This design comes from an exercise in tuning for a short achievable clock period and few clock cycles on the open sky130 flow, not from production work. In this exercise RTL edits were held to simulation tests only and were not proved equivalent to the original. Power and IR drop assume default switching activity.

==> config.mk <==
export PLATFORM = sky130hd
export DESIGN_NAME = cpu
export DESIGN_NICKNAME = cpu
export VERILOG_FILES = /design/flow/design.v
export SDC_FILE = /design/flow/constraint.sdc
export NUM_CORES = 4
export LEC_CHECK = 0
export CAP_MARGIN = 20
export CORE_MARGIN = 2
export CORE_UTILIZATION = 40
export PLACE_DENSITY = 0.6
export SETUP_SLACK_MARGIN = 3.3
export SLEW_MARGIN = 20
export TNS_END_PERCENT = 100
==> constraint.sdc <==
create_clock -name core_clock -period 5.6 [get_ports {clk}]
set_input_delay 1.1200 -clock core_clock [delete_from_list [all_inputs] [get_ports {clk}]]
set_output_delay 1.1200 -clock core_clock [all_outputs]
set_load 0.01 [all_outputs]
==> design.v <==
package definesPkg;
endpackage
module cpu
(
   input clk,
   input reset,
   output [15:0] o_pc_addr,
   output o_pc_rd,
   input [15:0] i_pc_rddata,
   output [15:0] o_ldst_addr,
   output o_ldst_rd,
   output o_ldst_wr,
   input [15:0] i_ldst_rddata,
   output [15:0] o_ldst_wrdata,
   output [127:0] o_tb_regs
);
   logic [15:0] pc;             
   logic        d_valid;
   logic        d_btb;          
   logic        d_replay;       
   logic [15:0] d_hold;
   logic        d_hwr7;         
   logic        d_hreadB;       
   logic [15:0] pc_out;         
   logic [15:0] d_fa;           
   logic [15:0] d_pc;           
   logic [3:0]  d_hip, d_him;   
   logic        e_valid;
   logic [15:0] e_A, e_B;
   logic        e_sadd, e_ssub, e_sb, e_smrg;
   logic        e_wr;           
   logic [2:0]  e_rd;
   logic        e_flags;
   logic        e_ld, e_st;
   logic        e_br;
   logic        e_calw, e_calz, e_caln;
   logic        e_pred;
   logic [15:0] e_pcf;          
   logic [11:0] e_tlo;          
   logic        e_tsg;          
   logic [3:0]  e_th0, e_thp, e_thm;  
   logic        e_useA;
   logic        w_wr;           
   logic        w_isld;         
   logic [2:0]  w_rd;
   logic [15:0] w_sum, w_diff, w_simp;   
   logic        w_sadd, w_ssub;
   logic        fN, fZ;
   logic [15:0] regs [0:7];
   function automatic [15:0] ks_add(input [15:0] a, input [15:0] b, input cin);
      logic [15:0] g, p, x;
      logic [15:0] gn, pn;
      g = a & b;
      p = a | b;
      x = a ^ b;
      g[0] = g[0] | (p[0] & cin);
      for (int d = 1; d < 16; d = d * 2) begin
         gn = g;
         pn = p;
         for (int i = d; i < 16; i++) begin
            gn[i] = g[i] | (p[i] & g[i-d]);
            pn[i] = p[i] & p[i-d];
         end
         g = gn;
         p = pn;
      end
      ks_add = x ^ {g[14:0], cin};
   endfunction
   wire [15:0] sum  = ks_add(e_A, e_B, 1'b0);
   wire [15:0] diff = ks_add(e_A, ~e_B, 1'b1);
   wire [15:0] e_or = e_A | e_B;
   wire        sum_zero = &(~((e_A ^ e_B) ^ {e_or[14:0], 1'b0}));
   wire e_simple = e_sb | e_smrg;
   wire [15:0] res_simple = e_smrg ? {e_B[15:8], e_A[7:0]} : e_B;
   wire        res_N = e_ssub ? diff[15] : sum[15];
   wire        res_Z = e_ssub ? (e_A == e_B) : sum_zero;
   wire taken = e_calw | (e_calz & fZ) | (e_caln & fN);
   wire mispE = e_valid & e_br & (taken ^ e_pred);
   wire [3:0]  e_thi = e_tsg ? (e_tlo[11] ? e_th0 : e_thm) : (e_tlo[11] ? e_thp : e_th0);
   wire [15:0] e_tgt = {e_thi, e_tlo[10:0], e_pcf[0]};
   wire [15:0] fixpc = e_useA ? e_A : (e_pred ? e_pcf : e_tgt);
   wire [15:0] instr = d_replay ? d_hold : i_pc_rddata;
   wire [4:0]  op = instr[4:0];
   wire [2:0]  rx = instr[7:5];
   wire [2:0]  ry = instr[10:8];
   wire dv = d_valid & ~mispE;
   wire [4:0] op_raw = i_pc_rddata[4:0];
   wire [2:0] rx_r = i_pc_rddata[7:5];
   wire [2:0] ry_r = i_pc_rddata[10:8];
   wire readA_r = ~((op_raw == 5'b00000) | (op_raw == 5'b00100) | (op_raw == 5'b10000) | (op_raw[4:3] == 2'b11));
   wire readB_r = (op_raw[4:3] == 2'b00) & ~(op_raw[2] & op_raw[1]);
   wire wr7_r = ((((op_raw == 5'b00000) | (op_raw == 5'b00001) | (op_raw == 5'b00010) | (op_raw == 5'b00100) |
                   (op_raw == 5'b10000) | (op_raw == 5'b10001) | (op_raw == 5'b10010) | (op_raw == 5'b10110)) &
                  (rx_r == 3'd7)) | (op_raw == 5'b11100) | (op_raw == 5'b01100));
   wire isMV    = op == 5'b00000;
   wire isADD   = op == 5'b00001;
   wire isSUB   = op == 5'b00010;
   wire isCMP   = op == 5'b00011;
   wire isLD    = op == 5'b00100;
   wire isST    = op == 5'b00101;
   wire isMVI   = op == 5'b10000;
   wire isADDI  = op == 5'b10001;
   wire isSUBI  = op == 5'b10010;
   wire isCMPI  = op == 5'b10011;
   wire isMVHI  = op == 5'b10110;
   wire isJR    = op == 5'b01000;
   wire isJZR   = op == 5'b01001;
   wire isJNR   = op == 5'b01010;
   wire isCALLR = op == 5'b01100;
   wire isJ     = op == 5'b11000;
   wire isJZ    = op == 5'b11001;
   wire isJN    = op == 5'b11010;
   wire isCALL  = op == 5'b11100;
   wire readA = isADD | isSUB | isCMP | isST | isADDI | isSUBI | isCMPI | isMVHI |
                isJR | isJZR | isJNR | isCALLR;
   wire regjump = isJR | isJZR | isJNR | isCALLR;
   wire dirjump = isJ | isJZ | isJN | isCALL;
   wire eA = ~d_replay & e_valid & e_wr & (e_rd == rx_r);
   wire eB = ~d_replay & e_valid & e_wr & (e_rd == ry_r);
   wire wA = w_wr & (d_replay ? (w_rd == d_hold[7:5]) : (w_rd == rx_r));
   wire wB = w_wr & (d_replay ? (w_rd == d_hold[10:8]) : (w_rd == ry_r));
   wire [15:0] w_res = w_sadd ? w_sum : (w_ssub ? w_diff : w_simp);
   wire [15:0] w_val = w_isld ? i_ldst_rddata : w_res;
   wire [15:0] rfA_r = regs[i_pc_rddata[7:5]];
   wire [15:0] rfB_r = regs[i_pc_rddata[10:8]];
   wire [15:0] rfA_h = regs[d_hold[7:5]];
   wire [15:0] rfB_h = regs[d_hold[10:8]];
   wire readB_m = d_replay ? d_hreadB : readB_r;
   wire fB = readB_m & eB;
   wire selA_r = ~d_replay & ~wA & ~eA;
   wire selB_r = ~d_replay & readB_r & ~wB & ~eB;
   wire [15:0] imm8s = {{8{instr[15]}}, instr[15:8]};
   wire [15:0] A_alt = eA ? res_simple : (wA ? w_val : rfA_h);
   wire [15:0] B_alt = fB ? res_simple :
                       (readB_m ? (wB ? w_val : rfB_h) :
                       (isMVHI ? {instr[15:8], 8'd0} :
                       ((isCALL | isCALLR) ? d_pc : imm8s)));
   wire [15:0] A_next = selA_r ? rfA_r : A_alt;
   wire [15:0] B_next = selB_r ? rfB_r : B_alt;
   wire [11:0] tlo = {1'b0, d_pc[11:1]} + {1'b0, i_pc_rddata[15:5]};
   wire [3:0]  thi = i_pc_rddata[15] ? (tlo[11] ? d_pc[15:12] : d_him) : (tlo[11] ? d_hip : d_pc[15:12]);
   wire [15:0] tgtD = {thi, tlo[10:0], d_pc[0]};
   wire stall = dv & e_valid & (e_ld | ((e_sadd | e_ssub) & e_wr)) &
                ((readA_r & (e_rd == rx_r)) | (readB_r & (e_rd == ry_r)));
   wire e7 = e_valid & (e_wr | e_ld) & (e_rd == 3'd7);
   wire e7slow = e7 & ~e_simple;
   wire w7 = w_wr & (w_rd == 3'd7);
   wire [15:0] r7_fwd = e7 ? res_simple : (w7 ? w_val : regs[7]);
   wire predT_dir = ~d_replay & ((op_raw == 5'b11000) | (op_raw == 5'b11100) |
                                 (((op_raw == 5'b11001) | (op_raw == 5'b11010)) & i_pc_rddata[15]));
   wire predT_reg = ~d_replay & ((op_raw == 5'b01000) | (op_raw == 5'b01100)) & (rx_r == 3'd7) & ~e7slow;
   wire predT = d_btb | predT_dir | predT_reg;
   wire redirD = dv & ~stall & ~d_btb & (predT_dir | predT_reg);
   wire [15:0] tgt_reg = r7_fwd;
   localparam NB = 8;
   logic [NB-1:0]  btb_v;
   logic [15:0]    btb_tag [0:NB-1];
   logic [15:0]    btb_tgt [0:NB-1];
   logic [NB-1:0]  btb_r7;         
   logic [2:0]     btb_ptr;        
   logic [NB-1:0]  btb_hitv;
   logic [15:0]    btb_t;
   always_comb begin
      btb_t = '0;
      for (int i = 0; i < NB; i++) begin
         btb_hitv[i] = btb_v[i] & (btb_tag[i] == pc);
         btb_t = btb_t | ({16{btb_hitv[i]}} & btb_tgt[i]);
      end
   end
   logic        lk_seq, lk_dir, lk_r7;
   logic [15:0] lk_t;
   wire hit_dir = lk_seq & lk_dir;
   wire hit_r7 = lk_seq & lk_r7;
   wire dWr7 = dv & (d_replay ? d_hwr7 : wr7_r);
   wire r7_busy = dWr7 | e7 | w7;
   wire btb_pred = hit_dir | (hit_r7 & ~r7_busy);
   wire [15:0] btb_target = hit_r7 ? regs[7] : lk_t;
   wire alloc_r7 = predT_reg;
   wire btb_alloc = redirD & (predT_dir | alloc_r7);
   logic        al_q, al_r7;
   logic [15:0] al_tag;
   wire [15:0] pc_inc = pc + 16'd2;
   wire sel_tgtD = redirD & predT_dir;
   wire [15:0] pc_other = mispE ? fixpc : (stall ? pc : (redirD ? tgt_reg : (btb_pred ? btb_target : pc_inc)));
   wire [15:0] pc_next = sel_tgtD ? tgtD : pc_other;
   always_ff @(posedge clk or posedge reset) begin
      if (reset) begin
         pc <= '0;
         d_valid <= 1'b0;
         d_replay <= 1'b0;
         e_valid <= 1'b0;
         w_wr <= 1'b0;
         btb_v <= '0;
         al_q <= 1'b0;
         lk_seq <= 1'b0;
         btb_r7 <= '0;
         btb_ptr <= '0;
         fN <= 1'b0;
         fZ <= 1'b0;
      end else begin
         pc <= pc_next;
         d_valid <= ~(mispE | redirD);
         d_replay <= stall;
         e_valid <= dv & ~stall;
         w_wr <= e_valid & (e_wr | e_ld);
         al_q <= btb_alloc;
         if (!stall) lk_seq <= ~(mispE | redirD | btb_pred);
         if (al_q) begin
            btb_v[btb_ptr] <= 1'b1;
            btb_r7[btb_ptr] <= al_r7;
            btb_ptr <= btb_ptr + 1'b1;
         end
         if (e_valid & e_flags) begin
            fN <= res_N;
            fZ <= res_Z;
         end
      end
   end
   always_ff @(posedge clk) begin
      d_hold <= instr;
      if (!stall) begin
         lk_dir <= |(btb_hitv & ~btb_r7);
         lk_r7 <= |(btb_hitv & btb_r7);
         lk_t <= btb_t;
      end
      d_hwr7 <= wr7_r;
      d_hreadB <= readB_r;
      pc_out <= reset ? 16'd0 : pc_next;
      if (!stall) begin
         d_fa <= pc;
         d_pc <= pc_inc;
         d_hip <= pc_inc[15:12] + 4'd1;
         d_him <= pc_inc[15:12] - 4'd1;
            d_btb <= btb_pred;
      end
      al_r7 <= alloc_r7;
      al_tag <= d_fa - 16'd2;    
      if (al_q) begin
         btb_tag[btb_ptr] <= al_tag;
         btb_tgt[btb_ptr] <= e_tgt;
      end
      e_A <= A_next;
      e_B <= B_next;
      e_sadd <= isADD | isADDI;
      e_ssub <= isSUB | isCMP | isSUBI | isCMPI;
      e_sb <= isMV | isMVI | isCALL | isCALLR;
      e_smrg <= isMVHI;
      e_wr <= isMV | isADD | isSUB | isMVI | isADDI | isSUBI | isMVHI | isCALL | isCALLR;
      e_rd <= (isCALL | isCALLR) ? 3'd7 : rx;
      e_flags <= isADD | isSUB | isCMP | isADDI | isSUBI | isCMPI;
      e_ld <= isLD;
      e_st <= isST;
      e_br <= regjump | dirjump;
      e_calw <= isJR | isCALLR | isJ | isCALL;
      e_calz <= isJZR | isJZ;
      e_caln <= isJNR | isJN;
      e_pred <= predT;
      e_pcf <= d_pc;
      e_tlo <= tlo;
      e_tsg <= i_pc_rddata[15];
      e_th0 <= d_pc[15:12];
      e_thp <= d_hip;
      e_thm <= d_him;
      e_useA <= regjump & ~predT_reg;
      w_rd <= e_rd;
      w_isld <= e_ld;
      w_sum <= sum;
      w_diff <= diff;
      w_simp <= res_simple;
      w_sadd <= e_sadd;
      w_ssub <= e_ssub;
      if (reset) begin
         regs[0] <= 16'hCAFE; regs[1] <= 16'hBADD; regs[2] <= 16'hCAFE; regs[3] <= 16'hBADD;
         regs[4] <= 16'hCAFE; regs[5] <= 16'hBADD; regs[6] <= 16'hCAFE; regs[7] <= 16'hBADD;
      end else begin
         if (w_wr) regs[w_rd] <= w_val;
      end
   end
   assign o_pc_addr = pc_out;
   assign o_pc_rd = 1'b1;
   assign o_ldst_addr = e_B;
   assign o_ldst_wrdata = e_A;
   assign o_ldst_rd = 1'b1;
   assign o_ldst_wr = e_valid & e_st;
   assign o_tb_regs = {regs[7], regs[6], regs[5], regs[4], regs[3], regs[2], regs[1], regs[0]};
endmodule
==> run.sh <==
#!/bin/bash
# synth_recipe.tcl (not shown) runs the flow's synth.tcl, then flattens the netlist and writes it again
# the make line also repeats each setting of config.mk as NAME=value (left out here)
make -C /OpenROAD-flow-scripts/flow DESIGN_CONFIG=/design/flow/config.mk WORK_HOME=/design/flow/orfs CLKGATE_MAP_FILE= SYNTH_SCRIPT=/design/flow/synth_recipe.tcl finish
==> results of run 1 <==
critical path, stage by stage:
cell and delay [ns]:
sky130_fd_sc_hd__buf_16 0.15, sky130_fd_sc_hd__xor2_2 0.21, sky130_fd_sc_hd__nor4_4 0.33, sky130_fd_sc_hd__a21oi_4 0.11, sky130_fd_sc_hd__or4_4 0.67, sky130_fd_sc_hd__nand2_8 0.16, sky130_fd_sc_hd__buf_6 0.11, sky130_fd_sc_hd__nor2_4 0.03
sky130_fd_sc_hd__o31ai_4 0.22, sky130_fd_sc_hd__buf_4 0.15
synth_stat cells, types with 34 or more instances:
cell                         n
sky130_fd_sc_hd__clkbuf_1  109
sky130_fd_sc_hd__ha_1       78
sky130_fd_sc_hd__mux2_2     34
sky130_fd_sc_hd__mux4_2    128
sky130_fd_sc_hd__nand2_1   217
sky130_fd_sc_hd__dfxtp_1   180
sky130_fd_sc_hd__mux2i_1   122
sky130_fd_sc_hd__xnor2_1   148
sky130_fd_sc_hd__xor2_1     81
sky130_fd_sc_hd__dfrtp_1    43
sky130_fd_sc_hd__a21oi_1    96
sky130_fd_sc_hd__a211oi_1   40
sky130_fd_sc_hd__nor2b_1    36
sky130_fd_sc_hd__nor3_1     34
sky130_fd_sc_hd__a22oi_1    47
sky130_fd_sc_hd__o21ai_0    57
sky130_fd_sc_hd__edfxtp_1  441
sky130_fd_sc_hd__nand3_1    44
sky130_fd_sc_hd__inv_1     115
sky130_fd_sc_hd__nor2_1    167
power groups by stage:
stage	clock [mW]	combinational, mW	sequential (mW)
after detailed placement	0	3.83	7.54
after global routing	5.45	5.72	7.43
final	5.24	5.49	7.36
after global placement	0	3.79	7.52
after floorplan	0	2.68	6.88
after CTS	5.26	5.00	7.31
area by class of cell:
| type | count | area, um^2 |
|---|---|---|
| clock inverter | 30 | 508 |
| tap | 1060 | 1330 |
| sequential | 664 | 18100 |
| clock buffer | 112 | 2150 |
| multi-input combinational | 1686 | 16400 |
| fill | 6359 | 34600 |
| inverter | 115 | 475 |
| timing repair buffer | 763 | 7250 |
| antenna | 3 | 7.51 |
final timing paths:
check / from / to / slack, ns / depth (start not counted)
worst max-delay path: i_pc_rddata[9] / pc[11] / 2.87 / 10
worst min-delay path: e_sadd / w_sadd / 0.35 / 0
worst max register to register: d_replay / e_B[14] / 2.92 / 13
worst min register to register: e_sadd / w_sadd / 0.35 / 0
max in group asynchronous: reset / d_replay / 3.68 / 3
min in group asynchronous: reset / pc[7] / 1.28 / 3
metrics by stage:
stage | power [mW] | instance area (um^2) | worst slack [ns]
floorplan | 9.56 | 33500 | 2.45
global placement | 11.3 | 36600 | 0.993
detailed placement | 11.4 | 36700 | 0.916
CTS | 17.6 | 44100 | 2.87
global route | 18.6 | 46200 | 2.81
finish | 18.1 | 46200 | 2.87
kinds of logic (layout without fill, tap and decap cells):
group	Yosys count	in the layout	share of synthesized area (%)
flops	664	664	54.8
buf+inv	286	1020	3.61
other cells	1	5	0.0115
xor+xnor	229	229	6.13
compound gates	421	421	8.92
simple gates	652	668	9.62
fa+ha+maj	82	82	3.20
mux	284	284	13.7
metal layers:
metal	vias to the layer above	track usage (%)	routed length [um]
li1	11200	-	-
met1	13700	41.3	51900
met2	1840	47.8	61200
met3	442	7.82	15600
met4	2	15.5	7710
met5	-	0	38
what timing repair did:
item | 4_1_cts | 5_1_grt
pin swaps | 156 | 129
hold buffers | 0 | 0
endpoints found under the setup margin | 737 | 514
gates resized for setup | 1301 | 216
gates cloned | 27 | 6
setup buffers | 348 | 104
hold endpoints to repair | 0 | 0
==> run summary, run 1 <==
Timing
Setup repair after global routing could not meet its margin everywhere. The post-route fraction of the period consumed by the critical path is 48.8%. Hold is met by 0.355 ns. The number of endpoints failing setup at the final stage is 0. Across the routed clock network, the largest skew measured is 0.0648 ns. The transition time at the pin with the least slew margin is 0.774 ns. The worst slew margin relative to its limit is 48.4%. Static timing analysis puts the maximum clock frequency at 366 MHz. The max-slew violation count is 0. The final number of hold-violating endpoints is 0. The minimum clock period is 2.73 ns.

Summed over all failing endpoints, the final setup total negative slack is 0 ns.

Power and ir drop
For this design the ratio of total power to cell area is 392 nW/um^2. The switching fraction of total power is 34.5%. The proportion of power drawn by combinational gates is 30.4%. In this run the power spent charging and discharging nets is 6.25 mW. Internal power comes to 11.9 mW.

The part of the total power dissipated in sequential elements is 40.7%. In this run, the clock network consumes 29.0% of the power. The maximum vdd drop is 0.000303 V.

For this design the static power due to leakage is 16.9 nW.

Placement
Counting tap cells, the placed design contains a total of 3,803 instances. The count of buffers added on input and output ports is 210. The final weighted congestion in routability-driven placement is 0.939. The total half-perimeter wirelength after legalization and detailed placement is 83,900 um.

Routing
The first-pass iteration count of the detailed router is 10. The detail route stage leaves a number of antenna-violating nets equal to 0. The total length of routed wires is 137,000 um.

After detailed routing, the average wire length per cell comes to 30.8 um. The vias after detailed routing is 27,200. After the first detailed-routing iteration, the DRC count stood at 3,222.

In the routed design, unresolved DRC markers number 0. Using the TritonRoute via totals, the vias-per-cell ratio works out to 6.13.

Global route
The number of global-route vias before repair was 26,100. Entering global routing, the biggest net connects 52 pins. The number of antenna violations at the first check in global routing was 5. Global routing used 31.2% of the available tracks across all layers.

The total congestion overflow after global routing is 0. The first global-routing pass estimated 190,000 um of wire.

Worst setup path
The largest fanout on the critical path is 18. The kind of end point of the critical path is a flip-flop. The data arrival time of the critical path is 3.31 ns. The critical path is of the in2reg type. Data on the critical path is required at its endpoint by 6.18 ns. The worst setup path is launched from an input port.

Synthesis
The Yosys warning count is 1. The fraction of post-synthesis cell area in the top cell type by area is 40.5%. Of all flip-flops after synthesis, the portion carrying an async set or reset was 6.48%. The post-synthesis instance area is 32,700 um^2. After synthesis the netlist holds a flip-flop and latch count of 664.

Counting flops with a built-in enable in the synthesized netlist gives 441. The number of unique standard cell types used by synthesis is 80. The number of standard cells after synthesis is 2,619. The share of synthesized area occupied by flip-flops and latches is 54.8%.

By area the synthesized netlist is led by sky130_fd_sc_hd__edfxtp_1, sky130_fd_sc_hd__dfxtp_1, sky130_fd_sc_hd__mux4_2. The cell type with the highest aggregate area in the netlist is sky130_fd_sc_hd__edfxtp_1. The synthesized area divided by synthesized cell count is 12.5 um^2.

The leading register cell type out of synthesis is sky130_fd_sc_hd__edfxtp_1.

Clock tree
The number of H-tree levels is 3. The sink count of the clock tree is 664. TritonCTS built the clock tree. The clock latency at the later pin of the worst-skew pair is 0.67 ns. The clock transition at the registers of the reported paths is 0.06 ns. The root buffer selected by CTS is sky130_fd_sc_hd__clkbuf_16. The maximum root-to-sink buffer count is 3.

TritonCTS created 76 clock buffers.

Layout
Of the cells placed in the final design, the portion with a size suffix greater than 1 is 43.4%. Cells fill 57.1% of the core in the end. The largest registers in the layout are btb_tag x128, regs x128, btb_tgt x120. In the layout the commonest cells are sky130_fd_sc_hd__edfxtp_1, sky130_fd_sc_hd__buf_4, sky130_fd_sc_hd__nand2_1.

The area added between synthesis and finish is 41.1%. The number of nets at the end of the flow is 3,421. The most common cell after layout, fill and taps aside is sky130_fd_sc_hd__edfxtp_1. For this run, the number of standard cells in the final layout without fillers is 4,433.

Floorplanning
During I/O placement, the number of pins put on the boundary was 213. The vertical extent of the die is 290 um. The initialized floorplan defines 104 standard-cell rows. The core region is 80,800 um^2. From left edge to right edge, the die measures 290 um. For this configuration, the core starts out at a cell density of 40.5%. The die covers 84,100 um^2.

Min path
The worst min-delay path class is reg2reg.

Flow run
The max capacitance violation total is 0.

Outcome
The run finished with no timing, DRC or antenna violations.
Testbench counts, summed over its fixed seeds: cycles 59,323.
==> run 2: changes to the inputs <==
--- a/config.mk
+++ b/config.mk
@@ -10,2 +10,3 @@
 export CORE_UTILIZATION = 40
+export GPL_ROUTABILITY_DRIVEN = 0
 export PLACE_DENSITY = 0.6
==> run 2 against run 1 <==
Effect of this change:
- die area stayed put
- setup slack got worse by 0.073 ns
- final area shrank 1.3%
- hold slack is essentially flat
- combinational power decreased by 0.9%
- area after synthesis unchanged
- critical path depth unchanged
- global-route usage decreased by 0.18 points
- non-clock buffer count decreased by 31
- via count rose by 0.14%
- power is 1.5% lower
- largest power group unchanged
- highest routed layer unchanged
==> run summary, run 2 <==
Routing
The post-route antenna net violation count is 0 (unchanged). The total length of routed wires is 137,000 um (+0.67%). The first-pass iteration count of the detailed router is 9 (-1).

The vias after detailed routing was 27,200 (+0.14%). The number of DRC markers after the initial detailed-route iteration came to 3,836 (+19%). The average routed wire per standard cell is 31.4 um (+1.9%). The number of DRC violations after detailed routing was 0 (unchanged). The post-detailed-route via-to-cell ratio came to 6.21 (+1.3%).

Synthesis
The share of synthesized area occupied by flip-flops and latches came to 54.8% (unchanged). The area fraction in compound gates after synthesis is 8.92% (unchanged). The most instantiated library cell after synthesis is sky130_fd_sc_hd__edfxtp_1. The number of unique standard cell types used by synthesis is 80 (unchanged). The post-synthesis instance area is 32,700 um^2 (unchanged).

The simple-gate share of the synthesized area is 9.62% (unchanged). The fraction of registers with async set/reset is 6.48% (unchanged). The area share of fa/ha/maj cells after synthesis was 3.20% (unchanged). Ranked by instance count, the synthesized netlist is headed by sky130_fd_sc_hd__edfxtp_1, sky130_fd_sc_hd__nand2_1, sky130_fd_sc_hd__dfxtp_1.

The leading register cell type out of synthesis is sky130_fd_sc_hd__edfxtp_1. The largest family of logic cells by synthesized area is multiplexers. The register bit total from synthesis is 664 (unchanged). The number of standard cells after synthesis was 2,619 (unchanged). The synthesized area divided by synthesized cell count is 12.5 um^2 (unchanged). The number of flops mapped to enable cells by yosys is 441 (unchanged). Sorting the synthesized cells by area gives the leading types as sky130_fd_sc_hd__edfxtp_1, sky130_fd_sc_hd__dfxtp_1, sky130_fd_sc_hd__mux4_2. The XOR/XNOR share of the synthesized area was 6.13% (unchanged). The Yosys warning count came to 1 (unchanged).

The multiplexer share of the synthesized area is 13.7% (unchanged). The fraction of post-synthesis cell area in the top cell type by area is 40.5% (unchanged). The synthesized design spends more area on one cell type than any other, namely sky130_fd_sc_hd__edfxtp_1.

Worst setup path
The worst setup path is of the in2reg kind. The data arrival time of the critical path is 3.33 ns (+0.02 ns). The element type at the critical path start is an input port. The largest fanout on the critical path is 8 (-10).

The worst reg2reg path depth is 9 (-4). The worst setup path is captured at a flip-flop. The reg-to-reg setup timing slack came to 2.84 ns (-0.08 ns). The required time of the critical path is 6.12 ns (-0.06 ns).

Global route
The number of antenna violations at the first check in global routing is 11 (+6). The total congestion overflow after global routing is 0 (unchanged). The global-route total usage across every layer was 31.0% (-0.18 points). The maximum number of pins on one net before global-route repair was 49 (-5.8%).

The first-pass GRT wire length is 188,000 um (-0.96%). The number of global-route vias before repair is 26,100 (+0.046%).

Layout
The filler cell count in the final layout was 6,430 (+1.1%). The final cell utilization of the core is 56.4% (-0.75 points). The largest registers in the layout are btb_tag x128, regs x128, btb_tgt x120. In the layout the commonest cells are sky130_fd_sc_hd__edfxtp_1, sky130_fd_sc_hd__buf_4, sky130_fd_sc_hd__nand2_1. The area growth from synthesis to layout is 39.3%. The final non-filler cell area came to 45,600 um^2 (-1.3%). The number of cells in the finished layout apart from fillers is 4,381 (-1.2%). The proportion of layout cells with a drive suffix above 1 was 43.1% (-0.30 points). The number of nets at the end of the flow is 3,375 (-1.3%). The most common cell after layout, fill and taps aside is sky130_fd_sc_hd__edfxtp_1.

Timing
The post-route fraction of the period consumed by the critical path is 50.1% (+1.3 points). The worst clock skew on the final layout is 0.0477 ns (-0.0171 ns). The transition time at the pin with the least slew margin is 0.818 ns (+0.0435 ns). The worst hold margin is 0.355 ns (-0.000264 ns). The aggregate negative setup slack is 0 ns (unchanged). The number of endpoints failing setup at the final stage is 0 (unchanged).

The final number of hold-violating endpoints is 0 (unchanged). The worst slew margin relative to its limit is 43.9% (-4.5 points). Setup repair after global routing could not meet its margin everywhere. The minimum clock period is 2.80 ns (+0.0730 ns). The max-slew violation count is 0 (unchanged).

The maximum frequency from static timing analysis came to 357 MHz (-2.6%).

Min path
The worst min-delay path class is reg2reg. The hold-critical path depth is 0 (unchanged).

Placement
The total half-perimeter wirelength after legalization and detailed placement is 83,600 um (-0.27%). The total cell area at the placement stage is 36,600 um^2 (-0.22%). The instance count after placement with tap cells included is 3,796 (-0.18%). The number of buffers inserted by port buffering is 210 (unchanged).

Clock tree
The sink count of the clock tree is 664 (unchanged). TritonCTS built the clock tree. The root buffer selected by CTS is sky130_fd_sc_hd__clkbuf_16.

The maximum root-to-sink buffer count came to 3 (unchanged). The number of CTS-inserted buffers is 72 (-5.3%). The clock latency at the later pin of the worst-skew pair is 0.66 ns (about the same). The number of H-tree levels was 3 (unchanged). The clock transition at the registers of the reported paths was 0.06 ns (about the same). The count of hold buffers inserted by post-cts repair came to 0 (unchanged).

Floorplanning
The placeable core region is 80,800 um^2 (unchanged). The starting density of the core is 40.5% (unchanged). The I/O pin total is 213 (unchanged).

The area of the die is 84,100 um^2 (unchanged). The count of standard-cell rows is 104 (unchanged). The chip width is 290 um (unchanged). The vertical extent of the die is 290 um (unchanged).

Outcome
The run finished with no timing, DRC or antenna violations.

Flow run
The max capacitance violation total is 0 (unchanged).

Power and ir drop
The leakage power came to 16.6 nW (-2.0%). The maximum vdd drop came to 0.000318 V (+5.0%). The power per cell area is 391 nW/um^2 (-0.22%).
run 2: cell count changes in the layout (fill, tap and decap cells not counted), sizes merged, moves of 2 or more:
cell / previous run / this run
dlymetal6s2s: 2 / 0
dlygate4sd2: 0 / 2
or4: 14 / 8
buf: 735 / 706
clkinv: 17 / 24
inv: 114 / 112
clkbuf: 119 / 107
bufinv: 7 / 5
nor2: 171 / 169
run 2: kinds of logic (layout without fill, tap and decap cells):
| kind of cell | Yosys count | in the layout |
|---|---|---|
| AOI/OAI and AO/OA | 421 | 421 |
| buffers and inverters | 286 | 980 |
| and+or+nand+nor | 652 | 657 |
| DFF | 664 | 664 |
| other | 1 | 4 |
| muxes | 284 | 284 |
| xor gates and xnor gates | 229 | 229 |
| adders and majority gates | 82 | 82 |
run 2: final cells by class:
cell class | instances | area, um^2 | area share (%)
inverter | 115 | 477 | 1.05
sequential | 664 | 18100 | 39.8
multi-input combinational | 1675 | 16300 | 35.7
timing repair buffer | 732 | 6900 | 15.1
clock buffer | 100 | 2030 | 4.45
tap | 1060 | 1330 | 2.91
clock inverter | 33 | 443 | 0.972
antenna | 2 | 5.00 | 0.0110
run 2: worst max-delay path, cell delays in order:
cell	delay, ns
sky130_fd_sc_hd__buf_12	0.11
sky130_fd_sc_hd__nand4b_1	0.21
sky130_fd_sc_hd__or4_4	0.48
sky130_fd_sc_hd__o22ai_4	0.24
sky130_fd_sc_hd__o2111ai_4	0.20
sky130_fd_sc_hd__buf_12	0.21
sky130_fd_sc_hd__o32a_1	0.32
sky130_fd_sc_hd__o2111ai_4	0.11
sky130_fd_sc_hd__o221ai_2	0.13
sky130_fd_sc_hd__and2_1	0.17
run 2: path summary, 6_finish.rpt:
check | start | to
hold / removal | e_sadd | w_sadd
setup reg to reg | e_B[8] | fN
hold reg to reg | e_sadd | w_sadd
setup / recovery | i_pc_rddata[4] | pc_out[2]
max in group asynchronous | reset | pc[14]
min in group asynchronous | reset | w_wr
run 2: per-layer routing:
| metal | track usage, % | routed length (um) | up-vias | share of wire, % |
|---|---|---|---|---|
| li1 | - | - | 11100 | - |
| met1 | 40.3 | 50700 | 13600 | 37 |
| met2 | 47.0 | 60200 | 2011 | 44 |
| met3 | 9.12 | 17300 | 559 | 13 |
| met4 | 16.4 | 9160 | 16 | 6.7 |
| met5 | 0 | 166 | - | 0.12 |
run 2: report_power, final:
part / total, mW / switching, mW / internal [mW] / leakage [nW]
clock: 4.95 / 2.14 / 2.82 / 1.21
sequential: 7.43 / 1.04 / 6.39 / 6.01
combinational: 5.44 / 3.03 / 2.41 / 9.39
run 2: what timing repair did:
action | CTS | global route
buffers inserted | 307 | 122
setup endpoints to repair | 734 | 415
resized for setup | 1269 | 261
pin swaps | 117 | 149
gates cloned | 15 | 6
run 2: stage by stage:
stage,power (mW),worst slack (ns)
floorplan,9.56,2.45
global placement,11.3,0.905
detailed placement,11.4,0.843
CTS,17.2,2.85
global route,18.3,2.76
finish,17.8,2.80
==> run 3: changes to the inputs <==
--- a/design.v
+++ b/design.v
@@ -152,3 +152,3 @@
    wire predT = d_btb | predT_dir | predT_reg;
-   wire redirD = dv & ~stall & ~d_btb & (predT_dir | predT_reg);
+   wire redirD = dv & ~d_btb & (predT_dir | predT_reg);
    wire [15:0] tgt_reg = r7_fwd;
@@ -183,4 +183,8 @@
    wire sel_tgtD = redirD & predT_dir;
-   wire [15:0] pc_other = mispE ? fixpc : (stall ? pc : (redirD ? tgt_reg : (btb_pred ? btb_target : pc_inc)));
-   wire [15:0] pc_next = sel_tgtD ? tgtD : pc_other;
+   wire sel_reg = redirD & ~predT_dir;
+   wire sel_st = ~mispE & stall;
+   wire seq = ~mispE & ~stall & ~redirD;
+   wire [15:0] pc_next = ({16{mispE}} & fixpc) | ({16{sel_st}} & pc) | ({16{sel_tgtD}} & tgtD) |
+                         ({16{sel_reg}} & tgt_reg) | ({16{seq & btb_pred}} & btb_target) |
+                         ({16{seq & ~btb_pred}} & pc_inc);
    always_ff @(posedge clk or posedge reset) begin
--- a/config.mk
+++ b/config.mk
@@ -10,3 +10,2 @@
 export CORE_UTILIZATION = 40
-export GPL_ROUTABILITY_DRIVEN = 0
 export PLACE_DENSITY = 0.6
==> run 3 against run 2 <==
Effect of this change:
- sequential share of layout area up 0.52 points
- fmax rose by 2.6%
- non-clock buffer count up 5
- die area is 0.66% lower
- area after synthesis down 0.67%
- combinational power down 12%
- final area fell by 1.4%
- largest cell class unchanged
- largest power group unchanged
- highest routed layer unchanged
==> run summary, run 3 <==
Outcome
The flow ran to the end and the layout has no timing, DRC or antenna violations.

Layout
The filler cell count in the final layout is 6,520 (+1.4%). The area added between synthesis and finish is 38.3%. The largest registers in the layout are btb_tag x128, regs x128, btb_tgt x120.

The number of nets at the end of the flow was 3,387 (+0.36%). The number of antenna repair diodes is 0 (-2). The library cell used most frequently in the layout, excluding fill and tap cells, is sky130_fd_sc_hd__edfxtp_1.

Leaving out fill and tap cells, the most frequent cells in the layout are sky130_fd_sc_hd__edfxtp_1, sky130_fd_sc_hd__buf_4, sky130_fd_sc_hd__nand2_1. The proportion of layout cells with a drive suffix above 1 is 41.6% (-1.4 points).

Floorplanning
The area of the die came to 83,500 um^2 (-0.66%). The placeable core region came to 80,400 um^2 (-0.48%). The starting density of the core is 40.4% (-0.076 points).

The vertical extent of the die was 289 um (-0.33%). The chip width is 289 um (-0.33%). The I/O pin total came to 213 (unchanged). The count of standard-cell rows is 104 (unchanged).

Synthesis
The number of standard cells after synthesis came to 2,619 (unchanged). The number of flops mapped to enable cells by yosys came to 441 (unchanged). Sorting the synthesized cells by area gives the leading types as sky130_fd_sc_hd__edfxtp_1, sky130_fd_sc_hd__dfxtp_1, sky130_fd_sc_hd__mux4_2. The fraction of post-synthesis cell area in the top cell type by area was 40.8% (+0.27 points). The post-synthesis instance area was 32,500 um^2 (-0.67%). Summed over all instances, the cell type with the most area after synthesis is sky130_fd_sc_hd__edfxtp_1. The leading register cell type out of synthesis is sky130_fd_sc_hd__edfxtp_1.

The fraction of registers with async set/reset is 6.48% (unchanged). The register bit total from synthesis came to 664 (unchanged). The synthesized area divided by synthesized cell count is 12.4 um^2 (-0.67%). The Yosys warning count came to 1 (unchanged).

The most instantiated library cell after synthesis is sky130_fd_sc_hd__edfxtp_1. The share of synthesized area occupied by flip-flops and latches came to 55.2% (+0.37 points). The commonest cells after synthesis are sky130_fd_sc_hd__edfxtp_1, sky130_fd_sc_hd__nand2_1, sky130_fd_sc_hd__dfxtp_1. The number of unique standard cell types used by synthesis is 78 (-2.5%).

Power and ir drop
The total power was 17.1 mW (-3.9%). The power per cell area was 381 nW/um^2 (-2.6%). The maximum vdd drop is 0.000259 V (-19%).

The leakage power is 16.4 nW (-1.0%).

Clock tree
The sink count of the clock tree is 664 (unchanged). The number of H-tree levels is 3 (unchanged). The clock transition at the registers of the reported paths is 0.06 ns (about the same).

The CTS tree is done. The tree is rooted in a sky130_fd_sc_hd__clkbuf_16. The count of hold buffers inserted by post-cts repair is 0 (unchanged). The maximum root-to-sink buffer count is 3 (unchanged).

The number of CTS-inserted buffers is 76 (+5.6%). The clock latency at the later pin of the worst-skew pair is 0.67 ns (about the same).

Global route
The global-route track usage on met3 is 7.25% (-1.9 points). The first-pass GRT wire length is 184,000 um (-2.2%). The global-route total usage across every layer was 30.8% (-0.20 points).

The most utilized layer in the global route result is met2. The met1 routing resource usage after global routing came to 40.6% (+0.31 points). The fraction of met2 tracks used by global routing is 48.1% (+1.1 points).

The total congestion overflow after global routing was 0 (unchanged). The maximum number of pins on one net before global-route repair came to 50 (+2.0%). The number of global-route vias before repair came to 25,500 (-2.2%). The number of antenna violations at the first check in global routing is 12 (+1).

Worst setup path
The largest fanout on the critical path came to 6 (-2). On the critical path the largest part of the delay comes from compound AO/OA/AOI/OAI gates. Walking the worst path, the cells encountered are buf_12 -> buf_12 -> and4b_4 -> o21a_1 -> a221o_1 -> a311oi_4 -> buf_12 -> buf_8 -> a21oi_2 -> a221o_1 -> and2_1. The critical path in this run is classified as in2reg. The number of buffers and inverters on the critical path came to 4 (+2). The most numerous cell type found on the critical path is sky130_fd_sc_hd__buf_12. The worst setup path is captured at a flip-flop. The data arrival time of the critical path was 3.26 ns (-0.07 ns). The element type at the critical path start is an input port. On the critical path, the stage with the largest delay is an instance of sky130_fd_sc_hd__a311oi_4.

The maximum single-stage delay on the critical path is 0.37 ns (-0.11 ns). The required time of the critical path is 6.13 ns (about the same).

Timing
The max-slew violation count was 0 (unchanged). The minimum clock period is 2.73 ns (-0.0703 ns). The transition time at the pin with the least slew margin was 1.03 ns (+0.210 ns). The aggregate negative setup slack is 0 ns (unchanged).

The worst clock skew on the final layout is 0.0475 ns (-0.000236 ns). The maximum frequency from static timing analysis is 366 MHz (+2.6%). The number of endpoints failing setup at the final stage is 0 (unchanged). The worst slew margin relative to its limit is 31.4% (-12 points). The post-route fraction of the period consumed by the critical path is 48.8% (-1.3 points). The final number of hold-violating endpoints is 0 (unchanged). Setup repair after global routing could not meet its margin everywhere.

Routing
The average routed wire per standard cell is 30.0 um (-4.4%). The vias after detailed routing came to 26,600 (-2.2%). The post-detailed-route via-to-cell ratio is 6.06 (-2.5%). The first-pass iteration count of the detailed router is 6 (-3).

The total length of routed wires was 132,000 um (-4.0%). The number of DRC violations after detailed routing is 0 (unchanged). The post-route antenna net violation count came to 0 (unchanged).

The number of DRC markers after the initial detailed-route iteration is 3,549 (-7.5%).

Flow run
The max capacitance violation total is 0 (unchanged).

Placement
The final weighted congestion in routability-driven placement is 0.951. The total half-perimeter wirelength after legalization and detailed placement was 80,900 um (-3.3%). The number of buffers inserted by port buffering is 210 (unchanged).

Min path
The worst min-delay path class is reg2reg.
-- run 3: cell families after synthesis --
logic type,after synthesis,synth area share [%]
muxes,259,13.1
DFF,664,55.2
buffers and inverters,274,3.44
AOI/OAI and AO/OA,449,9.29
adders and majority gates,81,3.19
and+or+nand+nor,662,9.67
other,1,0.0115
xor gates and xnor gates,229,6.17
-- run 3: stage by stage --
step / utilization (%) / worst slack (ns) / std cells / hold slack, ns / instance area (um^2)
floorplan: - / 2.25 / 2620 / 0.333 / 33200
global placement: 45.1 / 1.10 / 3794 / 0.349 / 36300
detailed placement: 45.1 / 1.07 / 3794 / 0.357 / 36300
CTS: 53.5 / 2.90 / 4292 / 0.353 / 43000
global route: 55.9 / 2.86 / 4395 / 0.376 / 44900
finish: 55.9 / 2.87 / 4395 / 0.356 / 44900
-- run 3: worst register-to-register path, delay by kind of cell, from the launching register on --
| kind | cells | cell delay [ns] |
|---|---|---|
| AND/OR/NAND/NOR | 4 | 0.91 |
| AO/OA/AOI/OAI | 4 | 0.77 |
| flip-flops | 1 | 0.53 |
| buffers and inverters | 3 | 0.42 |
-- run 3: worst paths after layout --
check / end / slack [ns] / cells after the start / startpoint
min: e_thp[1] / 0.36 / 0 / d_hip[1]
max: pc_out[10] / 2.87 / 11 / i_pc_rddata[7]
max in group asynchronous: pc[13] / 3.71 / 4 / reset
min reg2reg: e_thp[1] / 0.36 / 0 / d_hip[1]
min in group asynchronous: w_wr / 0.98 / 3 / reset
max reg2reg: pc_out[0] / 2.91 / 11 / e_rd[0]
-- run 3: per-layer routing --
metal	routed length (um)	share of wire (%)
met5	145	0.11
met4	8210	6.2
met3	13400	10
met2	59700	45
met1	50400	38
-- run 3: area by class of cell --
cell class                 instances  area, um^2  area share (%)
clock buffer                     106        2110            4.69
clock inverter                    35         432           0.961
timing repair buffer             737        6830            15.2
sequential                       664       18100            40.3
tap                             1060        1330            2.95
inverter                         104         455            1.01
multi-input combinational       1689       15700            34.9
-- run 3: repair_timing --
| item | in CTS | in global routing |
|---|---|---|
| setup endpoints to repair | 688 | 411 |
| buffers inserted | 324 | 101 |
| gates resized for setup | 1192 | 240 |
| pin swaps | 115 | 133 |
| cloned | 33 | 2 |
-- run 3: where the power goes --
part / internal, mW / leakage [nW] / switching (mW)
registers: 6.33 / 6.06 / 0.929
logic: 2.12 / 9.15 / 2.69
clock network: 2.87 / 1.23 / 2.18
total: 11.3 / 16.4 / 5.81
Testbench counts of run 3, summed over its fixed seeds: cycles 59,323.
==> run 4: changes to the inputs <==
--- a/config.mk
+++ b/config.mk
@@ -10,2 +10,3 @@
 export CORE_UTILIZATION = 40
+export GPL_ROUTABILITY_DRIVEN = 0
 export PLACE_DENSITY = 0.6
==> run 4 against run 3 <==
Effect of this change:
- hold slack gained 0.0045 ns
- largest power group unchanged
- non-clock buffer count grew 17
- first-iteration DRC count grew 6.8%
- die area is the same
- still clean
- synthesized cell count is the same
- critical endpoint is now pc_out[9]
- global-route usage shrank 0.51 points
- setup slack gained 0.017 ns
- via count grew 1.3%
- flip-flop and latch count is the same
- largest cell class unchanged
- clock-buffer cell count shrank 7
- wire length shrank 0.54%
- critical path type unchanged
==> run summary, run 4 <==
Synthesis
The share of synthesized area occupied by flip-flops and latches was 55.2% (unchanged). The Yosys warning count was 1 (unchanged). By count the netlist is led by sky130_fd_sc_hd__edfxtp_1, sky130_fd_sc_hd__nand2_1, sky130_fd_sc_hd__dfxtp_1. The area fraction in compound gates after synthesis is 9.29% (unchanged). The number of flops mapped to enable cells by yosys is 441 (unchanged). The fraction of post-synthesis cell area in the top cell type by area is 40.8% (unchanged).

The XOR/XNOR share of the synthesized area is 6.17% (unchanged). By instance count, the leading cell after synthesis is sky130_fd_sc_hd__edfxtp_1. The leading register cell type out of synthesis is sky130_fd_sc_hd__edfxtp_1. The post-synthesis instance area is 32,500 um^2 (unchanged).

Ranked by total cell area, the synthesized netlist is headed by sky130_fd_sc_hd__edfxtp_1, sky130_fd_sc_hd__dfxtp_1, sky130_fd_sc_hd__mux4_2. The simple-gate share of the synthesized area is 9.67% (unchanged). The fraction of registers with async set/reset is 6.48% (unchanged). The synthesized area divided by synthesized cell count is 12.4 um^2 (unchanged). The number of standard cells after synthesis is 2,619 (unchanged). The largest family of logic cells by synthesized area is multiplexers. The cell type with the highest aggregate area in the netlist is sky130_fd_sc_hd__edfxtp_1. The number of unique standard cell types used by synthesis was 78 (unchanged). The multiplexer share of the synthesized area is 13.1% (unchanged). The register bit total from synthesis is 664 (unchanged). The area share of fa/ha/maj cells after synthesis is 3.19% (unchanged).

Floorplanning
The chip width is 289 um (unchanged). The starting density of the core is 40.4% (unchanged). The I/O pin total is 213 (unchanged). The placeable core region came to 80,400 um^2 (unchanged). The area of the die is 83,500 um^2 (unchanged). The count of standard-cell rows is 104 (unchanged). The vertical extent of the die was 289 um (unchanged).

Worst setup path
The element type at the critical path start is an input port. The data arrival time of the critical path is 3.27 ns (about the same). The slowest stage of the critical path belongs to the cell sky130_fd_sc_hd__a221o_1.

The worst setup path is captured at a flip-flop. The largest fanout on the critical path is 7 (+1). The maximum single-stage delay on the critical path is 0.36 ns (about the same). The required time of the critical path is 6.16 ns (+0.03 ns). The setup path with the least slack is of type in2reg. Walking the worst path, the cells encountered are buf_12 -> buf_12 -> and4b_4 -> o21a_1 -> a221o_1 -> a311oi_4 -> buf_4 -> buf_12 -> buf_4 -> a21oi_2 -> a221o_1 -> and2_1. The most repeated library cell on the critical path is sky130_fd_sc_hd__buf_12.

Power and ir drop
The maximum vdd drop is 0.000247 V (-4.6%). The power per cell area is 381 nW/um^2 (-0.10%). The leakage power is 16.7 nW (+1.8%). The total power is 17.3 mW (+1.1%).

Global route
The maximum number of pins on one net before global-route repair is 52 (+4.0%). The number of antenna violations at the first check in global routing is 18 (+6). The total congestion overflow after global routing came to 0 (unchanged). The number of global-route vias before repair came to 25,700 (+0.91%). The global-route total usage across every layer is 30.3% (-0.51 points). The first-pass GRT wire length is 181,000 um (-1.3%).

Min path
The path class of the tightest hold or removal check is reg2reg.

Layout
Leaving out fill and tap cells, the most frequent cell in the layout is sky130_fd_sc_hd__edfxtp_1. The number of cells in the finished layout apart from fillers came to 4,417 (+0.50%). In the layout the commonest cells are sky130_fd_sc_hd__edfxtp_1, sky130_fd_sc_hd__buf_4, sky130_fd_sc_hd__nand2_1.

The proportion of layout cells with a drive suffix above 1 was 42.9% (+1.2 points). The number of nets at the end of the flow is 3,404 (+0.50%). The area added between synthesis and finish is 40.0%.

The largest registers in the layout are btb_tag x128, regs x128, btb_tgt x120.

Routing
The post-route antenna net violation count is 0 (unchanged). The average routed wire per standard cell is 29.7 um (-1.0%). The post-detailed-route via-to-cell ratio is 6.10 (+0.75%). The number of DRC violations after detailed routing was 0 (unchanged).

The total length of routed wires came to 131,000 um (-0.54%). The number of DRC markers after the initial detailed-route iteration is 3,790 (+6.8%). The vias after detailed routing is 27,000 (+1.3%). The first-pass iteration count of the detailed router is 6 (unchanged).

Timing
The final number of hold-violating endpoints is 0 (unchanged). The minimum clock period is 2.72 ns (-0.0175 ns). The number of endpoints failing setup at the final stage came to 0 (unchanged). Setup repair after global routing could not meet its margin everywhere. The aggregate negative setup slack is 0 ns (unchanged). The worst slew margin relative to its limit was 17.2% (-14 points). The worst hold margin is 0.361 ns (+0.00450 ns). The worst clock skew on the final layout came to 0.0557 ns (+0.00824 ns).

The maximum frequency from static timing analysis is 368 MHz (+0.64%). The post-route fraction of the period consumed by the critical path is 48.5% (-0.31 points). The max-slew violation count is 0 (unchanged).

The transition time at the pin with the least slew margin was 1.23 ns (+0.201 ns).

Placement
The total half-perimeter wirelength after legalization and detailed placement is 78,400 um (-3.0%). The instance count after placement with tap cells included came to 3,787 (-0.18%). The number of buffers inserted by port buffering came to 210 (unchanged).

Flow run
The max capacitance violation total came to 0 (unchanged).

Clock tree
The number of H-tree levels was 3 (unchanged). The number of CTS-inserted buffers is 74 (-2.6%). The clock latency at the later pin of the worst-skew pair is 0.66 ns (about the same). The sink count of the clock tree is 664 (unchanged).

The tree is rooted in a sky130_fd_sc_hd__clkbuf_16. The clock transition at the registers of the reported paths is 0.06 ns (about the same). The maximum root-to-sink buffer count is 3 (unchanged).

The count of hold buffers inserted by post-cts repair is 0 (unchanged). The CTS tree is done.

Outcome
The run finished with no timing, DRC or antenna violations.
-- run 4: cell counts after synthesis --
Identical to the previous run, type by type.
-- run 4: logic make-up (layout without fill, tap and decap cells) --
group | after synthesis | in the layout
other cells | 1 | 9
simple gates | 662 | 669
compound gates | 449 | 451
fa+ha+maj | 81 | 81
buf+inv | 274 | 995
mux | 259 | 259
xor+xnor | 229 | 229
flops | 664 | 664
-- run 4: final cells by class --
cell class | count | area [um^2]
Tap cell | 1060 | 1330
Fill cell | 6317 | 34900
Inverter | 104 | 438
Antenna cell | 7 | 17.5
Clock buffer | 99 | 2140
Clock inverter | 38 | 442
Timing Repair Buffer | 754 | 7130
Sequential cell | 664 | 18100
Multi-Input combinational cell | 1691 | 15900
-- run 4: power breakdown --
part           switching (mW)  internal [mW]
clock network            2.16           2.93
registers               0.941           6.33
logic                    2.74           2.21
-- run 4: worst max-delay path, delay by kind of cell --
kind	cells	cell delay, ns
buffers and inverters	5	0.65
AND/OR/NAND/NOR	2	0.34
AO/OA/AOI/OAI	5	1.16
-- run 4: worst paths after layout --
path / start / endpoint / slack, ns / cells past startpoint
min: e_sadd / w_sadd / 0.36 / 0
max: i_pc_rddata[5] / pc_out[9] / 2.88 / 12
max in group asynchronous: reset / pc[15] / 4.28 / 3
max reg2reg: d_replay / e_B[7] / 2.95 / 9
min reg2reg: e_sadd / w_sadd / 0.36 / 0
min in group asynchronous: reset / pc[8] / 0.92 / 3
-- run 4: metal layers --
metal	global-route usage (%)	vias to the layer above	part of all wire, %
met1	39.0	13200	36
met2	46.2	2034	44
met3	8.84	531	13
met4	16.4	20	6.7
li1	-	11100	-
met5	0	-	0.11
-- run 4: repair_timing --
item                                     CTS  global route
endpoints found under the hold margin      0             0
buffers inserted                         339           110
endpoints found under the setup margin   669           329
cloned                                    35             2
gates resized for setup                 1229           262
pin swaps                                123           140
-- run 4: per-stage QoR --
step                      utilization (%)  area, um^2  worst slack [ns]
final                                56.5       45500              2.88
after global routing                 56.5       45500              2.86
after CTS                            54.0       43400              2.87
after detailed placement             45.0       36200              1.11
after global placement               45.0       36200              1.22
after floorplan                         -       33200              2.25
==> run 5: changes to the inputs <==
--- a/design.v
+++ b/design.v
@@ -38,5 +38,3 @@
    logic [15:0] e_pcf;          
-   logic [11:0] e_tlo;          
-   logic        e_tsg;          
-   logic [3:0]  e_th0, e_thp, e_thm;  
+   logic [15:0] e_tgt;          
    logic        e_useA;
@@ -45,4 +43,3 @@
    logic [2:0]  w_rd;
-   logic [15:0] w_sum, w_diff, w_simp;   
-   logic        w_sadd, w_ssub;
+   logic [15:0] w_res;          
    logic        fN, fZ;
@@ -74,2 +71,3 @@
    wire [15:0] res_simple = e_smrg ? {e_B[15:8], e_A[7:0]} : e_B;
+   wire [15:0] res = ({16{e_sadd}} & sum) | ({16{e_ssub}} & diff) | ({16{e_simple}} & res_simple);
    wire        res_N = e_ssub ? diff[15] : sum[15];
@@ -78,4 +76,2 @@
    wire mispE = e_valid & e_br & (taken ^ e_pred);
-   wire [3:0]  e_thi = e_tsg ? (e_tlo[11] ? e_th0 : e_thm) : (e_tlo[11] ? e_thp : e_th0);
-   wire [15:0] e_tgt = {e_thi, e_tlo[10:0], e_pcf[0]};
    wire [15:0] fixpc = e_useA ? e_A : (e_pred ? e_pcf : e_tgt);
@@ -115,2 +111,3 @@
                 isJR | isJZR | isJNR | isCALLR;
+   wire readB = isMV | isADD | isSUB | isCMP | isLD | isST;
    wire regjump = isJR | isJZR | isJNR | isCALLR;
@@ -121,20 +118,14 @@
    wire wB = w_wr & (d_replay ? (w_rd == d_hold[10:8]) : (w_rd == ry_r));
-   wire [15:0] w_res = w_sadd ? w_sum : (w_ssub ? w_diff : w_simp);
    wire [15:0] w_val = w_isld ? i_ldst_rddata : w_res;
-   wire [15:0] rfA_r = regs[i_pc_rddata[7:5]];
-   wire [15:0] rfB_r = regs[i_pc_rddata[10:8]];
-   wire [15:0] rfA_h = regs[d_hold[7:5]];
-   wire [15:0] rfB_h = regs[d_hold[10:8]];
-   wire readB_m = d_replay ? d_hreadB : readB_r;
-   wire fB = readB_m & eB;
-   wire selA_r = ~d_replay & ~wA & ~eA;
-   wire selB_r = ~d_replay & readB_r & ~wB & ~eB;
+   wire [15:0] rfA = d_replay ? regs[d_hold[7:5]] : regs[i_pc_rddata[7:5]];
+   wire [15:0] rfB = d_replay ? regs[d_hold[10:8]] : regs[i_pc_rddata[10:8]];
+   wire [15:0] A_early = wA ? w_val : rfA;
+   wire [15:0] B_early = wB ? w_val : rfB;
    wire [15:0] imm8s = {{8{instr[15]}}, instr[15:8]};
-   wire [15:0] A_alt = eA ? res_simple : (wA ? w_val : rfA_h);
-   wire [15:0] B_alt = fB ? res_simple :
-                       (readB_m ? (wB ? w_val : rfB_h) :
-                       (isMVHI ? {instr[15:8], 8'd0} :
-                       ((isCALL | isCALLR) ? d_pc : imm8s)));
-   wire [15:0] A_next = selA_r ? rfA_r : A_alt;
-   wire [15:0] B_next = selB_r ? rfB_r : B_alt;
+   wire [15:0] B_other = readB ? B_early :
+                         (isMVHI ? {instr[15:8], 8'd0} :
+                         ((isCALL | isCALLR) ? d_pc : imm8s));
+   wire fB = (d_replay ? d_hreadB : readB_r) & eB;
+   wire [15:0] A_next = eA ? res_simple : A_early;
+   wire [15:0] B_next = fB ? res_simple : B_other;
    wire [11:0] tlo = {1'b0, d_pc[11:1]} + {1'b0, i_pc_rddata[15:5]};
@@ -262,7 +253,3 @@
       e_pcf <= d_pc;
-      e_tlo <= tlo;
-      e_tsg <= i_pc_rddata[15];
-      e_th0 <= d_pc[15:12];
-      e_thp <= d_hip;
-      e_thm <= d_him;
+      e_tgt <= tgtD;
       e_useA <= regjump & ~predT_reg;
@@ -270,7 +257,3 @@
       w_isld <= e_ld;
-      w_sum <= sum;
-      w_diff <= diff;
-      w_simp <= res_simple;
-      w_sadd <= e_sadd;
-      w_ssub <= e_ssub;
+      w_res <= res;
       if (reset) begin
--- a/config.mk
+++ b/config.mk
@@ -10,3 +10,2 @@
 export CORE_UTILIZATION = 40
-export GPL_ROUTABILITY_DRIVEN = 0
 export PLACE_DENSITY = 0.6
==> run 5 against run 4 <==
Effect of this change:
- fmax decreased by 4.9%
- hold slack improved by 0.064 ns
- clock power decreased by 7.7%
- die area decreased by 2.9%
- wire length decreased by 2.4%
- final area decreased by 4.1%
- global-route usage decreased by 0.10 points
- non-clock buffer count decreased by 43
- clock skew decreased by 0.026 ns
- area after synthesis decreased by 3.0%
- power decreased by 5.4%
- synthesized cell count decreased by 3.6%
==> run summary, run 5 <==
Synthesis
The number of standard cells after synthesis was 2,526 (-3.6%). The most used flip-flop cell after synthesis is sky130_fd_sc_hd__edfxtp_1. The commonest cells after synthesis are sky130_fd_sc_hd__edfxtp_1, sky130_fd_sc_hd__nand2_1, sky130_fd_sc_hd__nor2_1. The share of synthesized area occupied by flip-flops and latches is 54.4% (-0.79 points). sky130_fd_sc_hd__edfxtp_1 is the most common cell in the netlist. The fraction of registers with async set/reset was 6.88% (+0.40 points). The number of flops mapped to enable cells by yosys is 441 (unchanged).

The register bit total from synthesis is 625 (-5.9%). The fraction of post-synthesis cell area in the top cell type by area is 42.0% (+1.2 points). The Yosys warning count is 1 (unchanged). The number of unique standard cell types used by synthesis came to 78 (unchanged). The post-synthesis instance area is 31,500 um^2 (-3.0%). Ranked by total cell area, the synthesized netlist is headed by sky130_fd_sc_hd__edfxtp_1, sky130_fd_sc_hd__mux4_2, sky130_fd_sc_hd__dfxtp_1. The cell type with the highest aggregate area in the netlist is sky130_fd_sc_hd__edfxtp_1.

The synthesized area divided by synthesized cell count is 12.5 um^2 (+0.60%).

Layout
The most common cell after layout, fill and taps aside is sky130_fd_sc_hd__edfxtp_1. The library cells used most frequently in the layout, excluding fill and tap cells, are sky130_fd_sc_hd__edfxtp_1, sky130_fd_sc_hd__buf_4, sky130_fd_sc_hd__nand2_1. The number of nets at the end of the flow is 3,279 (-3.7%). The proportion of layout cells with a drive suffix above 1 is 42.5% (-0.33 points).

The filler cell count in the final layout is 6,234 (-1.3%). The area added between synthesis and finish is 38.3%. In the final layout, the registers with the most flip-flops are btb_tag x128, regs x128, btb_tgt x120.

Power and ir drop
The maximum vdd drop came to 0.000346 V (+40%). The leakage power is 16.1 nW (-4.1%). The power per cell area came to 376 nW/um^2 (-1.3%).

Clock tree
The count of hold buffers inserted by post-cts repair is 0 (unchanged). The root buffer cell chosen for the clock tree is sky130_fd_sc_hd__clkbuf_16. The sink count of the clock tree came to 625 (-5.9%). The clock transition at the registers of the reported paths is 0.06 ns (about the same). The maximum root-to-sink buffer count is 3 (unchanged). The number of CTS-inserted buffers came to 71 (-4.1%). TritonCTS built the clock tree. The number of H-tree levels is 3 (unchanged). The clock latency at the later pin of the worst-skew pair is 0.63 ns (-0.03 ns).

Global route
The number of global-route vias before repair came to 25,000 (-2.9%). The number of antenna violations at the first check in global routing was 4 (-14). The first-pass GRT wire length was 178,000 um (-1.9%).

The maximum number of pins on one net before global-route repair was 57 (+9.6%). The global-route total usage across every layer is 30.2% (-0.10 points). The total congestion overflow after global routing is 0 (unchanged).

Routing
The number of DRC markers after the initial detailed-route iteration is 3,523 (-7.0%). The post-route antenna net violation count came to 0 (unchanged). The first-pass iteration count of the detailed router is 6 (unchanged). The number of DRC violations after detailed routing is 0 (unchanged). The total length of routed wires came to 128,000 um (-2.4%). The vias after detailed routing is 25,700 (-4.5%). The post-detailed-route via-to-cell ratio is 6.04 (-1.1%). The average routed wire per standard cell is 30.0 um (+1.1%).

Placement
The final weighted congestion in routability-driven placement is 0.942. The number of buffers inserted by port buffering is 210 (unchanged). The setup slack at placement is 1.29 ns (+0.176 ns). The total half-perimeter wirelength after legalization and detailed placement was 79,300 um (+1.0%).

Floorplanning
The chip width is 285 um (-1.5%). The area of the die is 81,100 um^2 (-2.9%). The starting density of the core is 40.6% (+0.16 points). The I/O pin total is 213 (unchanged). The placeable core region is 77,700 um^2 (-3.4%).

The vertical extent of the die came to 285 um (-1.5%). The count of standard-cell rows is 102 (-1.9%).

Worst setup path
The worst setup path is captured at a flip-flop. The reg-to-reg setup timing slack is 2.84 ns (-0.11 ns). The required time of the critical path was 6.12 ns (-0.04 ns).

The element type at the critical path start is an input port. The data arrival time of the critical path is 3.37 ns (+0.10 ns). The class of the most critical setup path is in2reg. The worst reg2reg path depth is 10 (+1). The largest fanout on the critical path is 3 (-4).

Timing
The final setup slack of the worst path came to 2.74 ns (-0.140 ns). The minimum clock period is 2.86 ns (+0.140 ns). Setup repair after global routing could not meet its margin everywhere.

The aggregate negative setup slack is 0 ns (unchanged). The maximum frequency from static timing analysis is 350 MHz (-4.9%). The transition time at the pin with the least slew margin is 0.831 ns (-0.398 ns).

The final number of hold-violating endpoints is 0 (unchanged). The max-slew violation count was 0 (unchanged). The post-route fraction of the period consumed by the critical path is 51.0% (+2.5 points).

The number of endpoints failing setup at the final stage was 0 (unchanged). The worst clock skew on the final layout is 0.0298 ns (-0.0259 ns). The worst slew margin relative to its limit is 44.5% (+27 points).

Flow run
The max capacitance violation total is 0 (unchanged).

Min path
The hold-critical path depth is 0 (unchanged). The path class of the tightest hold or removal check is reg2reg.

Outcome
The run finished with no timing, DRC or antenna violations.
## run 5: cell count changes after synthesis, sizes merged, moves of 9 or more
cell,delta
xnor2,-9
dfxtp,-39
a211oi,+15
nor2b,+12
buf,-13
nand3,-34
o21ai,-12
a22oi,+27
a31oi,-12
inv,-12
## run 5: per-stage QoR
| step | total power [mW] | hold WS [ns] | instances | area, um^2 | util (%) |
|---|---|---|---|---|---|
| 2_1_floorplan | 8.83 | 0.361 | 2527 | 32100 | - |
| 3_3_place_gp | 10.4 | 0.385 | 3698 | 35300 | 45.4 |
| 3_5_place_dp | 10.4 | 0.390 | 3698 | 35300 | 45.4 |
| 4_1_cts | 15.9 | 0.402 | 4153 | 41700 | 53.7 |
| 5_1_grt | 16.9 | 0.429 | 4263 | 43600 | 56.1 |
| 6_report | 16.4 | 0.425 | 4264 | 43600 | 56.1 |
## run 5: final cells by class
class                           instances  area [um^2]  area share, %
Clock buffer                          100         1960           4.49
Clock inverter                         32          358          0.821
Antenna cell                            1         2.50        0.00574
Sequential cell                       625        17300           39.7
Tap cell                             1040         1300           2.99
Multi-Input combinational cell       1663        15800           36.2
Inverter                               92          393          0.901
Timing Repair Buffer                  711         6470           14.8
## run 5: metal layers
layer	up-vias	routed length [um]	GRT usage, %
li1	10800	-	-
met1	13000	47700	38.3
met2	1590	61400	50.3
met3	384	11600	5.34
met4	0	7240	14.2
met5	-	0	0
## run 5: final timing paths
| check | to | from |
|---|---|---|
| max | pc_out[11] | i_pc_rddata[5] |
| min | w_isld | e_ld |
| max reg2reg | pc_out[11] | d_pc[1] |
| min reg2reg | w_isld | e_ld |
| max in group asynchronous | d_replay | reset |
| min in group asynchronous | pc[3] | reset |
## run 5: worst max-delay path, stage by stage
cell and delay (ns):
sky130_fd_sc_hd__buf_16 0.12, sky130_fd_sc_hd__ha_4 0.16, sky130_fd_sc_hd__fa_2 0.36, sky130_fd_sc_hd__a21oi_2 0.17, sky130_fd_sc_hd__o211ai_1 0.15, sky130_fd_sc_hd__o41ai_2 0.38
sky130_fd_sc_hd__o21ai_1 0.12, sky130_fd_sc_hd__xor2_1 0.18, sky130_fd_sc_hd__and2_1 0.17, sky130_fd_sc_hd__a211o_1 0.27, sky130_fd_sc_hd__and2_1 0.18
## run 5: logic make-up (layout without fill, tap and decap cells)
| logic type | Yosys count | after routing | share of synthesized area [%] |
|---|---|---|---|
| XOR/XNOR | 220 | 220 | 6.11 |
| AND/OR/NAND/NOR | 629 | 635 | 9.46 |
| multiplexers | 256 | 256 | 13.3 |
| other | 1 | 3 | 0.0119 |
| flip-flops | 625 | 625 | 54.4 |
| adder cells (fa/ha/maj) | 81 | 81 | 3.29 |
| buffers and inverters | 246 | 935 | 3.15 |
| AO/OA/AOI/OAI | 468 | 469 | 10.3 |
## run 5: repair_timing
action / in CTS / in global routing
gates resized for setup: 1267 / 220
gates cloned: 16 / 8
pin swaps: 137 / 131
setup endpoints to repair: 577 / 500
setup buffers: 307 / 102
## run 5: where the power goes
group | total [mW] | switching (mW) | internal [mW] | leakage [nW]
clock | 4.70 | 1.99 | 2.71 | 1.13
combinational | 4.77 | 2.56 | 2.22 | 9.19
sequential | 6.91 | 0.994 | 5.92 | 5.73
Testbench counts of run 5, summed over its fixed seeds: cycles 59,323.

==> afterwards: timing with drivers on the ports <==
Ports are ideal in the flow. The routed layouts listed here were re-timed in OpenROAD. Step 1 sets driving cells, clkbuf_16 on the clock port and buf_2 on the other inputs (assumed; they add their load-dependent delay and slew). Step 2 moves the port delays by t, midway between the first and last clock arrival at a register: inputs arrive t later, outputs are due t later. That takes back most of the time a late clock gives input paths. a / b / c = ideal ports / drivers / drivers and shift; a / b = the first two.
| run | t (ns) | setup WS [ns] | worst hold slack (ns) |
|---|---|---|---|
| run 1 | 0.711 | 2.869 / 2.879 / 2.168 | 0.355 / 0.355 / 0.355 |
| run 2 | 0.703 | 2.796 / 2.780 / 2.077 | 0.355 / 0.355 / 0.355 |
| run 3 | 0.715 | 2.867 / 2.833 / 2.119 | 0.356 / 0.356 / 0.356 |
| run 4 | 0.713 | 2.884 / 2.879 / 2.166 | 0.361 / 0.361 / 0.361 |
| run 5 | 0.675 | 2.744 / 2.744 / 2.069 | 0.425 / 0.425 / 0.425 |
After both steps setup and hold are still met in every run listed. For run 3, which loses most, drivers alone change the setup slack by -0.034 ns; drivers and shift together by -0.748 ns.
